What follows belongs to an exercise in optimizing a design on an open flow for small area, a short achievable clock period and few clock cycles per item; a production flow would make more cautious choices.
Function was checked by simulation only, so behaviour that the tests miss may differ from the original.

Setup of run 1:
// main_sync
module main_sync(clk, rst, ld_we, ld_addr, ld_data, start, a_addr, b_addr, c_addr,
		count, ready, done, result, rd_addr, rd_data);
Settings: LEC_CHECK=0, ABC_CLOCK_PERIOD_IN_PS=6000, CAP_MARGIN=20, CORE_MARGIN=2, CORE_UTILIZATION=35, PLACE_DENSITY=0.5, SETUP_SLACK_MARGIN=4, SLEW_MARGIN=20; clock period 10.0 ns.
standard.sh (not shown) runs the stock make flow with config.mk's settings and CLKGATE_MAP_FILE= SYNTH_SCRIPT=/design/flow/synth_recipe.tcl, a recipe that flattens the netlist after the stock synthesis.
==> flow/flow/run.sh <==
#!/bin/bash
# Own flow: the standard layout with two changes.
# 1. Yosys's synth does not run its early "abc -fast" pass (SYNTH_ARGS=-noabc).
#    That pass rewrites the multiplier's full-adder logic so that extract_fa
#    later finds most full adders with an inverted input or output, and about
#    one inverter per full adder is added. The later ABC mapping, the
#    flip-flops and their names are the standard flow's.
# 2. Every input and output port still gets its own buffer, but a buf_1
#    (BUFFER_PORTS_ARGS) instead of the delay buffer buffer_ports picks by
#    default; repair may still resize it.
set -euo pipefail
cd "$(dirname "$0")/.."
bash standard.sh SYNTH_ARGS=-noabc "BUFFER_PORTS_ARGS=-buffer_cell sky130_fd_sc_hd__buf_1" finish > run_standard.log 2>&1
Run 1 finished every step from synthesis to the final layout, and the layout passed the timing, design-rule and antenna checks.
Testbench counts of run 1, summed over its fixed seeds: cycles 35,421, commands 8,192.
Changes in run 2 relative to run 1:
- CTS_CLUSTER_DIAMETER: unset -> 60
- CTS_BUF_LIST: unset -> sky130_fd_sc_hd__clkbuf_16
- CTS_CLUSTER_SIZE: unset -> 16
[summary]
Hold slack deteriorates in run 2 relative to run 1.
Run 2 vs. run 1: number of cells on the worst reg-to-reg path climbed 1; global-route usage saw little to no change.
The area taken by flip-flops and latches of run 2 and that of run 1 are within noise of each other.
Here is what was changed in the inputs of run 3 compared with run 2.
- swapping 16 for 20 in CTS_CLUSTER_SIZE
- swapping 60 for 80 in CTS_CLUSTER_DIAMETER
- swapping 4 for 3.8 in SETUP_SLACK_MARGIN
[summary]
Delta (run 3 minus run 2): CTS H-tree depth fell 1, sequential share of cell area went up by 1.2 points, final critical-path setup slack down 210 ps. Ratio of routed vias to standard cells: run 3 < run 2. Looking at run 2 and run 3, the number of instances in the placed design is a wash. Run 3 vs run 2 on layout overhead on the synthesized area: run 3 is the lower one.
Edits applied to the flow inputs when going from run 3 to run 4:
- changing SETUP_SLACK_MARGIN from 3.8 to 4
### Flow results
Result: PASS for each of run 3 and run 4
Run 4: post-route fraction of the period consumed by the critical path is 2.7 points lower than what run 3 reported.
Run 3 has a higher all-layer global routing usage than run 4.
Run 3 → run 4: post-layout net count has remained practically unchanged; area of the multi-input gates has increased.

Setup of quartz:
main_sync again, from the RTL that the note above started with.
## main_sync
module main_sync(clk, rst, ld_we, ld_addr, ld_data, start, a_addr, b_addr, c_addr,
		count, ready, done, result, rd_addr, rd_data);
==> flow/config.mk <==
export PLATFORM = sky130hd
export DESIGN_NAME = main_sync
export DESIGN_NICKNAME = main_sync
export VERILOG_FILES = /design/flow/design.v
export SDC_FILE = /design/flow/constraint.sdc
export NUM_CORES = 4
export LEC_CHECK = 0
export ABC_CLOCK_PERIOD_IN_PS = 6500
export CAP_MARGIN = 20
export CORE_MARGIN = 2
export CORE_UTILIZATION = 35
export PLACE_DENSITY = 0.5
export SETUP_SLACK_MARGIN = 3.5
export SLEW_MARGIN = 20
==> flow/constraint.sdc <==
create_clock -name core_clock -period 10.0 [get_ports {clk}]
set_input_delay 2.0000 -clock core_clock [delete_from_list [all_inputs] [get_ports {clk}]]
set_output_delay 2.0000 -clock core_clock [all_outputs]
set_load 0.01 [all_outputs]
==> flow/flow/run.sh <==
#!/bin/bash
# Own flow: the standard layout, with Yosys's synth told not to run its
# early "abc -fast" pass (SYNTH_ARGS=-noabc). That pass rewrites the
# multiplier's full-adder logic so that extract_fa later finds most full
# adders with an inverted input or output, and the flow then adds about one
# inverter per full adder. Everything else, including the later ABC mapping,
# the flip-flops and their names, is the standard flow's.
set -euo pipefail
cd "$(dirname "$0")/.."
bash standard.sh SYNTH_ARGS=-noabc finish > run_standard.log 2>&1
quartz: full flow OK, the timing, design-rule and antenna checks passed
Testbench counts of quartz, summed over its fixed seeds: cycles 35,421, commands 8,192.
#### Input delta (juniper over quartz)
# quartz
export LEC_CHECK = 0
export ABC_CLOCK_PERIOD_IN_PS = 6500
export CAP_MARGIN = 20
export CORE_MARGIN = 2
export CORE_UTILIZATION = 35
export PLACE_DENSITY = 0.5
export SETUP_SLACK_MARGIN = 3.5
export SLEW_MARGIN = 20
create_clock -name core_clock -period 10.0 [get_ports {clk}]
# juniper
export LEC_CHECK = 0
export ABC_CLOCK_PERIOD_IN_PS = 6000
export CAP_MARGIN = 20
export CORE_MARGIN = 2
export CORE_UTILIZATION = 35
export CTS_BUF_LIST = sky130_fd_sc_hd__clkbuf_16
export CTS_CLUSTER_DIAMETER = 80
export CTS_CLUSTER_SIZE = 20
export PLACE_DENSITY = 0.5
export SETUP_SLACK_MARGIN = 4.2
export SLEW_MARGIN = 20
create_clock -name core_clock -period 10.0 [get_ports {clk}]
==> flow/flow/run.sh <==
#!/bin/bash
# Own flow: the standard layout with two changes.
# 1. Yosys's synth does not run its early "abc -fast" pass (SYNTH_ARGS=-noabc).
#    That pass rewrites the multiplier's full-adder logic so that extract_fa
#    later finds most full adders with an inverted input or output, and about
#    one inverter per full adder is added. The later ABC mapping, the
#    flip-flops and their names are the standard flow's.
# 2. Every input and output port still gets its own buffer, but a buf_1
#    (BUFFER_PORTS_ARGS) instead of the delay buffer buffer_ports picks by
#    default; repair may still resize it.
set -euo pipefail
cd "$(dirname "$0")/.."
bash standard.sh SYNTH_ARGS=-noabc "BUFFER_PORTS_ARGS=-buffer_cell sky130_fd_sc_hd__buf_1" finish > run_standard.log 2>&1
==> run notes <==
- Number of synthesized flops with an enable pin: quartz vs juniper identical
- juniper against quartz: number of buffers other than clock buffers in the final layout higher; maximum frequency higher; worst hold slack higher; post-route cell area roughly the same; first-pass GRT wire length roughly the same.
- From quartz to juniper, final hold violation count did not move at all.
Relative to juniper, the following input files were edited for raven:
# juniper
export LEC_CHECK = 0
export ABC_CLOCK_PERIOD_IN_PS = 6000
export CAP_MARGIN = 20
export CORE_MARGIN = 2
export CORE_UTILIZATION = 35
export CTS_BUF_LIST = sky130_fd_sc_hd__clkbuf_16
export CTS_CLUSTER_DIAMETER = 80
export CTS_CLUSTER_SIZE = 20
export PLACE_DENSITY = 0.5
export SETUP_SLACK_MARGIN = 4.2
export SLEW_MARGIN = 20
create_clock -name core_clock -period 10.0 [get_ports {clk}]
# raven
export LEC_CHECK = 0
export ABC_CLOCK_PERIOD_IN_PS = 5500
export CAP_MARGIN = 20
export CORE_MARGIN = 2
export CORE_UTILIZATION = 35
export PLACE_DENSITY = 0.5
export SETUP_SLACK_MARGIN = 4.5
export SLEW_MARGIN = 20
create_clock -name core_clock -period 10.0 [get_ports {clk}]
Results
The utilization number comes out lower for juniper vs raven.
The number of clock sinks seen by CTS on juniper is in line with that on raven.
juniper has higher clock transition at the registers of the reported paths than raven.
Compared to juniper, the routing of raven uses more wire.
Against juniper as the reference, raven delivers a higher final worst-path cycle share.
Design area | raven above juniper
Of raven and juniper, raven shows the lower worst path setup slack after routing, with juniper above it.
raven ended up with a higher non-clock buffer count than juniper did.
Comparing raven and juniper, the lower post-synthesis to final-layout area growth was measured on juniper.
Here is what was changed in the inputs of onyx compared with raven.
# raven
export LEC_CHECK = 0
export ABC_CLOCK_PERIOD_IN_PS = 5500
export CAP_MARGIN = 20
export CORE_MARGIN = 2
export CORE_UTILIZATION = 35
export PLACE_DENSITY = 0.5
export SETUP_SLACK_MARGIN = 4.5
export SLEW_MARGIN = 20
create_clock -name core_clock -period 10.0 [get_ports {clk}]
# onyx
export LEC_CHECK = 0
export ABC_CLOCK_PERIOD_IN_PS = 6000
export CAP_MARGIN = 10
export CORE_MARGIN = 2
export CORE_UTILIZATION = 35
export CTS_BUF_LIST = sky130_fd_sc_hd__clkbuf_16
export CTS_CLUSTER_DIAMETER = 80
export CTS_CLUSTER_SIZE = 20
export PLACE_DENSITY = 0.5
export SETUP_SLACK_MARGIN = 4
export SLEW_MARGIN = 10
create_clock -name core_clock -period 10.0 [get_ports {clk}]
Notes after the runs:
- Row length of routed met3 wiring: onyx lower / raven higher
- From raven to onyx the numbers moved as follows: level count of the clock H-tree moved down.
- Overall routed net length for onyx is lower than for raven.
- Of raven and onyx, onyx shows the lower total non-filler cell area in the finished layout, with raven above it.
- Diff onyx..raven | post-route worst setup slack | negligible
Modified inputs, harbor compared to onyx
# onyx
export LEC_CHECK = 0
export ABC_CLOCK_PERIOD_IN_PS = 6000
export CAP_MARGIN = 10
export CORE_MARGIN = 2
export CORE_UTILIZATION = 35
export CTS_BUF_LIST = sky130_fd_sc_hd__clkbuf_16
export CTS_CLUSTER_DIAMETER = 80
export CTS_CLUSTER_SIZE = 20
export PLACE_DENSITY = 0.5
export SETUP_SLACK_MARGIN = 4
export SLEW_MARGIN = 10
create_clock -name core_clock -period 10.0 [get_ports {clk}]
# harbor
export LEC_CHECK = 0
export ABC_CLOCK_PERIOD_IN_PS = 6000
export CAP_MARGIN = 20
export CORE_MARGIN = 2
export CORE_UTILIZATION = 35
export PLACE_DENSITY = 0.5
export SETUP_SLACK_MARGIN = 4
export SLEW_MARGIN = 20
create_clock -name core_clock -period 10.0 [get_ports {clk}]
==> flow/flow/run.sh <==
#!/bin/bash
# Own flow: the standard layout, with Yosys's synth told not to run its
# early "abc -fast" pass (SYNTH_ARGS=-noabc). That pass rewrites the
# multiplier's full-adder logic so that extract_fa later finds most full
# adders with an inverted input or output, and the flow then adds about one
# inverter per full adder. Everything else, including the later ABC mapping,
# the flip-flops and their names, is the standard flow's.
set -euo pipefail
cd "$(dirname "$0")/.."
bash standard.sh SYNTH_ARGS=-noabc finish > run_standard.log 2>&1
[summary]
Min worst slew slack as a fraction of its limit across harbor and onyx: onyx. The wire length on met2 in harbor was higher than what onyx gave. Compare harbor and onyx | synthesis-to-finish area growth lower: onyx.

Another version of the RTL of main_sync (not shown whole).
For scale: ~4600 cells after synthesis, roughly 620 flip-flops, roughly 130 I/O pins.
Design main_sync, start of the top module:
module main_sync(clk, rst, ld_we, ld_addr, ld_data, start, a_addr, b_addr, c_addr,
		count, ready, done, result, rd_addr, rd_data);
parameter N = 32;
input clk;
input rst;
input ld_we;
input [3:0] ld_addr;
input [N-1:0] ld_data;
input start;
input [3:0] a_addr;
input [3:0] b_addr;
input [3:0] c_addr;
input [3:0] count;
output ready;
output reg done;
output [N-1:0] result;
input [3:0] rd_addr;
output reg [N-1:0] rd_data;
reg busy;
reg [3:0] e;       
reg [3:0] dst;
reg [N-1:0] X;     
reg [N-1:0] P;     
wire [N-1:0] ra, rb, rr;
wire [N-1:0] sq, prod;
wire last = busy & (e[3:1] == 3'd0);
wire we = busy ? last : (start ? (count == 4'd0) : ld_we);
wire [3:0] waddr = busy ? dst : (start ? c_addr : ld_addr);
wire [N-1:0] wdata = busy ? prod : (start ? rb : ld_data);
reg_sync register(.clk(clk), .rst(rst), .we(we), .waddr(waddr), .wdata(wdata),
		.raddr_1(a_addr), .raddr_2(b_addr), .raddr_3(rd_addr),
		.rdata_1(ra), .rdata_2(rb), .rdata_3(rr));
sq32 square(.x(X), .p(sq));
mul32_booth mult(.x(X), .y(P), .p(prod));
assign ready = ~busy;
assign result = P;
always @(posedge clk) begin
	rd_data <= rr;
	if (busy) begin
		X <= sq;
		if (e[0]) P <= prod;
		e <= e >> 1;
	end else begin
		X <= ra;
		P <= rb;
		e <= count;
		dst <= c_addr;
	end
	if (rst) begin
		busy <= 1'b0;
  ...
Settings: LEC_CHECK=0, ABC_CLOCK_PERIOD_IN_PS=7000, CAP_MARGIN=20, CORE_MARGIN=2, CORE_UTILIZATION=40, SETUP_SLACK_MARGIN=3, SLEW_MARGIN=20; clock period 10.0 ns.
run.sh (not shown) runs the stock make flow with config.mk's settings and CLKGATE_MAP_FILE= SYNTH_SCRIPT=/design/flow/synth_recipe.tcl, a recipe that flattens the netlist after the stock synthesis.
Stock flow here: none of the scripts above is used.
Testbench counts at the start, summed over its fixed seeds: cycles 35,421, commands 8,192.
Change:
Settings changed: ABC_CLOCK_PERIOD_IN_PS 7000 to not set, SETUP_SLACK_MARGIN 3 to not set.
The new run finished clean.
Area after synthesis is unchanged.
Clock skew hardly moves.
Worst hold slack improves by 0.0037 ns.
Setup slack degrades by 1.6 ns.
Sequential share of layout area grows by 0.45 points.

## the previous run
Another version of the RTL of main_sync (not shown whole).
Size in the first run: about 660 flip-flops, about 130 I/O pins, ~0.048 mm^2 of cells after synthesis.
==> flow/config.mk <==
export PLATFORM = sky130hd
export DESIGN_NAME = main_sync
export DESIGN_NICKNAME = main_sync
export VERILOG_FILES = /design/flow/design.v
export SDC_FILE = /design/flow/constraint.sdc
export NUM_CORES = 4
export LEC_CHECK = 0
export ABC_CLOCK_PERIOD_IN_PS = 6500
export CAP_MARGIN = 20
export CORE_MARGIN = 2
export CORE_UTILIZATION = 35
export PLACE_DENSITY = 0.5
export SETUP_SLACK_MARGIN = 3.5
export SLEW_MARGIN = 20
==> flow/constraint.sdc <==
create_clock -name core_clock -period 10.0 [get_ports {clk}]
set_input_delay 2.0000 -clock core_clock [delete_from_list [all_inputs] [get_ports {clk}]]
set_output_delay 2.0000 -clock core_clock [all_outputs]
set_load 0.01 [all_outputs]
standard.sh (not shown) runs the stock make flow with config.mk's settings and CLKGATE_MAP_FILE= SYNTH_SCRIPT=/design/flow/synth_recipe.tcl, a recipe that flattens the netlist after the stock synthesis.
==> flow/flow/run.sh <==
#!/bin/bash
# Own flow: the standard layout, with Yosys's synth told not to run its
# early "abc -fast" pass (SYNTH_ARGS=-noabc). That pass rewrites the
# multiplier's full-adder logic so that extract_fa later finds most full
# adders with an inverted input or output, and the flow then adds about one
# inverter per full adder. Everything else, including the later ABC mapping,
# the flip-flops and their names, is the standard flow's.
set -euo pipefail
cd "$(dirname "$0")/.."
bash standard.sh SYNTH_ARGS=-noabc finish > run_standard.log 2>&1
Testbench counts of the previous run, summed over its fixed seeds: cycles 35,421, commands 8,192.
diff inputs: the previous run => the current run
==> flow/run.sh (new file) <==
#!/bin/bash
# synth_recipe.tcl (not shown) runs the flow's synth.tcl, then flattens the netlist and writes it again
# the make line also repeats each setting of config.mk as NAME=value (left out here)
make -C /OpenROAD-flow-scripts/flow DESIGN_CONFIG=/design/flow/config.mk WORK_HOME=/design/flow/orfs CLKGATE_MAP_FILE= SYNTH_SCRIPT=/design/flow/synth_recipe.tcl finish
diff --git a/flow/config.mk b/flow/config.mk
--- a/flow/config.mk
+++ b/flow/config.mk
@@ -7,8 +7,5 @@
 export LEC_CHECK = 0
-export ABC_CLOCK_PERIOD_IN_PS = 6500
 export CAP_MARGIN = 20
 export CORE_MARGIN = 2
-export CORE_UTILIZATION = 35
-export PLACE_DENSITY = 0.5
-export SETUP_SLACK_MARGIN = 3.5
+export CORE_UTILIZATION = 40
 export SLEW_MARGIN = 20
removed: flow/flow/run.sh
removed: flow/standard.sh
## What came out
The current run finished every step from synthesis to the final layout, and the layout passed the timing, design-rule and antenna checks.
The previous run ran to completion and came out clean on the timing, design-rule and antenna checks.
Comparing the previous run and the current run, the lower number of global-route vias before repair was measured on the previous run.
Taking the previous run as the reference, in the current run number of buffers added by the clock tree synthesis step now smaller; sum of routed wire length over all layers now smaller.

[afterwards: timing with drivers on the ports]
How much do the figures lean on ideal ports? The routed layouts below were timed once more, with nothing changed but the port constraints. Step 1: set_driving_cell puts a clkbuf_16 on clk and a buf_2 on each other input, an assumption about the parent block. Step 2, shift: input delay + t, output delay - t, t = (earliest + latest rising clock arrival at the registers) / 2. This alone moves slack from input paths to output paths. Three values: no drivers, after step 1, after step 2; two values: the first two.
run	shift t [ns]	setup slack, ns	worst register clock-pin slew, ns	worst slew at a driven data input, ns	pins driven straight from the clock port
run 1	0.762	4.073 / 4.073 / 3.448	0.08 / 0.08	0.07	1
run 2	0.736	4.052 / 4.052 / 3.538	0.08 / 0.08	0.07	1
run 3	0.728	3.840 / 3.840 / 3.693	0.10 / 0.10	0.07	1
run 4	0.723	4.109 / 4.109 / 3.529	0.10 / 0.10	0.07	1
quartz	0.753	3.669 / 3.669 / 3.406	0.07 / 0.07	0.06	1
juniper	0.749	4.130 / 4.130 / 3.977	0.09 / 0.09	0.17	1
raven	0.738	4.078 / 4.078 / 3.809	0.07 / 0.07	0.17	1
onyx	0.726	4.077 / 4.077 / 3.442	0.10 / 0.10	0.06	1
harbor	0.760	4.035 / 4.035 / 3.383	0.07 / 0.07	0.07	1
the first run of note 3	0.693	3.117 / 3.117 / 2.673	0.07 / 0.07	0.19	1
the second run of note 3	0.691	1.551 / 1.551 / 1.551	0.07 / 0.07	0.20	1
the previous run	0.760	3.724 / 3.724 / 3.113	0.07 / 0.07	0.06	1
the current run	0.722	2.638 / 2.638 / 2.638	0.08 / 0.08	0.07	1
After both steps every run listed still meets setup and hold. The setup slack of harbor, which loses most, moves by 0.000 ns with the drivers and by -0.652 ns with both steps.
